This is an optimization exercise on Yosys and OpenROAD, whose aim is small area, a short achievable clock period and few clock cycles per item, not a production implementation. RTL that was checked went through simulation tests only; none was proved equivalent to the original.

== lane 1 ==
==> module gaussian_stream, before the edit <==
module gaussian_stream
(
	input        clk,
	input        reset,
	input        on_switch,
	input  [7:0] input_fifo,
	input        input_fifo_valid,
	output       input_fifo_ready,
	output [7:0] output_fifo,
	output       output_fifo_valid,
	input        output_fifo_ready
);
localparam integer SLOTS = 6;      
reg        rdy;
reg  [7:0] in_reg;
reg        sh;            
wire       take = input_fifo_valid & rdy & ~reset;
always @(posedge clk) begin
	in_reg <= input_fifo;
	sh <= take;
end
reg [511:0] ring0, ring1, ring2, ring3;
reg  [31:0] ev;           
wire [7:0] out0 = ring0[511:504];
wire [7:0] out1 = ring1[511:504];
wire [7:0] out2 = ring2[511:504];
wire [7:0] out3 = ring3[511:504];
always @(posedge clk) begin
	ring0 <= {ring0[503:0], sh ? in_reg : out0};
	ring1 <= {ring1[503:0], sh ? out0 : out1};
	ring2 <= {ring2[503:0], sh ? out1 : out2};
	ring3 <= {ring3[503:0], sh ? out2 : out3};
	if (sh) ev <= {ev[23:0], out3};
end
function [7:0] win;
	input integer m, n;
	reg [511:0] r;
	begin
		if (n == 4) begin
			case (m)
			4: win = in_reg;
			3: win = out0;
			2: win = out1;
			1: win = out2;
			default: win = out3;
			endcase
		end else begin
			case (m)
			4: r = ring0;
			3: r = ring1;
			2: r = ring2;
			default: r = ring3;
			endcase
			if (m == 0) win = ev[8*(3-n) +: 8];
			else win = r[8*(3-n) +: 8];
		end
	end
endfunction
reg  [5:0] ph, nx;
reg [10:0] pos;
reg        primed;
wire [5:0] px = pos[5:0];
wire [4:0] py = pos[10:6];
wire border = ~on_switch | (px < 6'd2) | (px > 6'd61) | (py < 5'd2) | (py > 5'd29);
always @(posedge clk) begin
	if (reset) begin
		ph <= 6'd63;
		nx <= 6'd0;
		pos <= 11'd1918;       
		primed <= 1'b0;
	end else begin
		ph <= ph + 6'd1;
		if (take) nx <= nx + 6'd1;
		if (sh) begin
			pos <= pos + 11'd1;
			if (pos == 11'd2047) primed <= 1'b1;
		end
	end
end
reg        v1, b1;
reg  [7:0] ctr1;
reg  [9:0] c1, c3a, c3b, c4, c8, c10;
always @(posedge clk) begin
	v1 <= ~reset & sh & primed;
	b1 <= border;
	ctr1 <= win(2, 2);
	c1  <= win(0, 0) + win(0, 4) + win(4, 0) + win(4, 4);
	c3a <= win(0, 1) + win(0, 3) + win(1, 0) + win(3, 0);
	c3b <= win(4, 1) + win(4, 3) + win(1, 4) + win(3, 4);
	c4  <= win(0, 2) + win(2, 0) + win(4, 2) + win(2, 4);
	c8  <= win(1, 1) + win(1, 3) + win(3, 1) + win(3, 3);
	c10 <= win(1, 2) + win(2, 1) + win(3, 2) + win(2, 3);
end
reg        v2, b2;
reg  [7:0] ctr2;
reg [11:0] sa;            
reg [11:0] sb, sd;        
reg [10:0] se;            
wire [11:0] a_sum = c1 + c3a + c3b;
always @(posedge clk) begin
	v2 <= ~reset & v1;
	b2 <= b1;
	ctr2 <= ctr1;
	sa <= a_sum;
	sb <= c3a + c3b + {c4, 1'b0};
	sd <= c8 + c10 + ctr1;
	se <= c10 + {ctr1, 1'b0};
end
reg        v3, b3;
reg  [7:0] ctr3;
reg [10:0] sf;            
reg [11:0] sd3;
wire [12:0] f_sum = sa[11:1] + sb + se;
always @(posedge clk) begin
	v3 <= ~reset & v2;
	b3 <= b2;
	ctr3 <= ctr2;
	sf <= f_sum[12:2];
	sd3 <= sd;
end
wire [11:0] t = sf + sd3;     
wire  [7:0] res = b3 ? ctr3 : t[11:4];
reg        ovalid;
reg  [7:0] odata;
reg  [7:0] mem [0:SLOTS-2];
reg  [2:0] wp, rp;
reg  [2:0] fcnt;
reg  [2:0] occ;
wire head_free = ~ovalid | output_fifo_ready;
wire otake = ovalid & output_fifo_ready;
wire pop = head_free & (fcnt != 3'd0);
wire push = v3 & ~(head_free & (fcnt == 3'd0));
wire drop = sh & ~primed;
wire [2:0] occ_n = occ + {2'b00, take} - {2'b00, drop} - {2'b00, otake};
wire [5:0] nx_n = nx + {5'd0, take};
always @(posedge clk) begin
	if (push) mem[wp] <= res;
	if (reset) begin
		ovalid <= 1'b0;
		wp <= 3'd0;
		rp <= 3'd0;
		fcnt <= 3'd0;
		occ <= 3'd0;
		rdy <= 1'b1;
	end else begin
		if (head_free) begin
			if (pop) begin
				odata <= mem[rp];
				ovalid <= 1'b1;
			end else if (v3) begin
				odata <= res;
				ovalid <= 1'b1;
			end else begin
				ovalid <= 1'b0;
			end
		end
		if (push) wp <= (wp == SLOTS - 2) ? 3'd0 : wp + 3'd1;
		if (pop) rp <= (rp == SLOTS - 2) ? 3'd0 : rp + 3'd1;
		fcnt <= fcnt + {2'b00, push} - {2'b00, pop};
		occ <= occ_n;
		rdy <= (occ_n < SLOTS) & (ph + 6'd2 == nx_n);
	end
end
assign input_fifo_ready = rdy;
assign output_fifo = odata;
assign output_fifo_valid = ovalid;
endmodule
clock: 10.0 ns
lec_check: 0
cap_margin: 20
core_margin: 2
core_utilization: 60
cts_cluster_diameter: 80
cts_cluster_size: 30
place_density: 0.7
slew_margin: 20
standard.sh (not shown) runs the stock make flow with config.mk's settings and CLKGATE_MAP_FILE= SYNTH_SCRIPT=/design/flow/synth_recipe.tcl, a recipe that flattens the netlist after the stock synthesis.
==> flow/flow/run.sh <==
#!/bin/bash
set -euo pipefail
bash standard.sh SETUP_SLACK_MARGIN=7 finish > standard_flow.log 2>&1
### lane 1 -> lane 2
--- a/flow/design.v
+++ b/flow/design.v
@@ -67,10 +67,8 @@
 	if (reset) begin
 		ph <= 6'd63;
-		nx <= 6'd0;
 		pos <= 11'd1918;       
 		primed <= 1'b0;
 	end else begin
 		ph <= ph + 6'd1;
-		if (take) nx <= nx + 6'd1;
 		if (sh) begin
 			pos <= pos + 11'd1;
@@ -124,41 +122,42 @@
 reg        ovalid;
 reg  [7:0] odata;
-reg  [7:0] mem [0:SLOTS-2];
+reg  [7:0] mem [0:SLOTS-1];
 reg  [2:0] wp, rp;
-reg  [2:0] fcnt;
+reg  [2:0] cnt;
 reg  [2:0] occ;
-wire head_free = ~ovalid | output_fifo_ready;
-wire otake = ovalid & output_fifo_ready;
-wire pop = head_free & (fcnt != 3'd0);
-wire push = v3 & ~(head_free & (fcnt == 3'd0));
-wire drop = sh & ~primed;
-wire [2:0] occ_n = occ + {2'b00, take} - {2'b00, drop} - {2'b00, otake};
-wire [5:0] nx_n = nx + {5'd0, take};
+wire       push = v3;
+wire       pop = ovalid & output_fifo_ready;
+wire [2:0] wp1 = (wp == SLOTS - 1) ? 3'd0 : wp + 3'd1;
+wire [2:0] rp1 = (rp == SLOTS - 1) ? 3'd0 : rp + 3'd1;
+wire [7:0] head0 = mem[rp];
+wire [7:0] head1 = mem[rp1];
+wire       empty0 = cnt == 3'd0;
+wire       empty1 = cnt == 3'd1;
+wire       left_empty = empty0 | (empty1 & pop);    
+wire       drop = sh & ~primed;                     
+wire [2:0] occ_b = occ - {2'b00, drop};
+wire       room_p = occ_b < SLOTS - 1;
+wire       room_0 = occ_b < SLOTS;
+wire       eq0 = (ph + 6'd2) == nx;
+wire       eq1 = (ph + 6'd1) == nx;
 always @(posedge clk) begin
 	if (push) mem[wp] <= res;
+	odata <= left_empty ? res : pop ? head1 : head0;
 	if (reset) begin
 		ovalid <= 1'b0;
 		wp <= 3'd0;
 		rp <= 3'd0;
-		fcnt <= 3'd0;
+		cnt <= 3'd0;
 		occ <= 3'd0;
+		nx <= 6'd0;
 		rdy <= 1'b1;
 	end else begin
-		if (head_free) begin
-			if (pop) begin
-				odata <= mem[rp];
-				ovalid <= 1'b1;
-			end else if (v3) begin
-				odata <= res;
-				ovalid <= 1'b1;
-			end else begin
-				ovalid <= 1'b0;
-			end
-		end
-		if (push) wp <= (wp == SLOTS - 2) ? 3'd0 : wp + 3'd1;
-		if (pop) rp <= (rp == SLOTS - 2) ? 3'd0 : rp + 3'd1;
-		fcnt <= fcnt + {2'b00, push} - {2'b00, pop};
-		occ <= occ_n;
-		rdy <= (occ_n < SLOTS) & (ph + 6'd2 == nx_n);
+		ovalid <= push | ~left_empty;
+		if (push) wp <= wp1;
+		if (pop) rp <= rp1;
+		cnt <= pop ? (push ? cnt : cnt - 3'd1) : (push ? cnt + 3'd1 : cnt);
+		occ <= take ? (pop ? occ_b : occ_b + 3'd1) : (pop ? occ_b - 3'd1 : occ_b);
+		if (take) nx <= nx + 6'd1;
+		rdy <= take ? (eq1 & (pop ? room_0 : room_p)) : (eq0 & (pop | room_0));
 	end
 end
Findings:
- Higher maximum fanout along the worst path was reported by lane 1, not lane 2.
- The run showing the greater synthesized netlist cell count is lane 2.
- Lane 2 — global routing met2 resource utilization 0.22 points higher, lane 1 as reference
- Lane 2: no failed stages, no open violations at the end
- Lane 1 was carried through to the last stage, and its layout satisfied the timing, design-rule and antenna checks.
- Worst setup slack improves in lane 2 relative to lane 1.
- [compare] base=lane 1 new=lane 2: wire length now sits higher, area after synthesis now sits higher, total of clock buffers placed in the layout now sits lower.
- Against lane 1, final standard cell area without fillers in lane 2 came out worse.
- Between lane 2 and lane 1, the all-layer global routing usage figures differ only marginally.
Testbench counts of lane 2, summed over its fixed seeds: cycles 49,192, items 49,152.
Only the layout flow was run in lane 1; the RTL was not checked for function there.

-- port drivers added, routing unchanged --
How much do the figures lean on ideal ports? The routed layouts below were timed once more, with nothing changed but the port constraints.
Step 1: set_driving_cell puts a clkbuf_16 on clk and a buf_2 on each other input, an assumption about the parent block.
Step 2 times the ports against the registers' clock, not the clock port: input delays grow and output delays shrink by t, the midpoint of the rising clock arrivals with the driver on.
Slacks: ideal ports / drivers / drivers and shift; pairs: ideal ports / drivers.
run	shift t [ns]	setup slack, ns	pins driven straight from the clock port
lane 1	0.742	6.556 / 6.581 / 5.839	1
lane 2	0.753	6.813 / 6.749 / 6.334	1
After both steps setup and hold are still met in every run listed. For lane 1, which loses most, drivers alone change the setup slack by +0.025 ns; drivers and shift together by -0.717 ns.
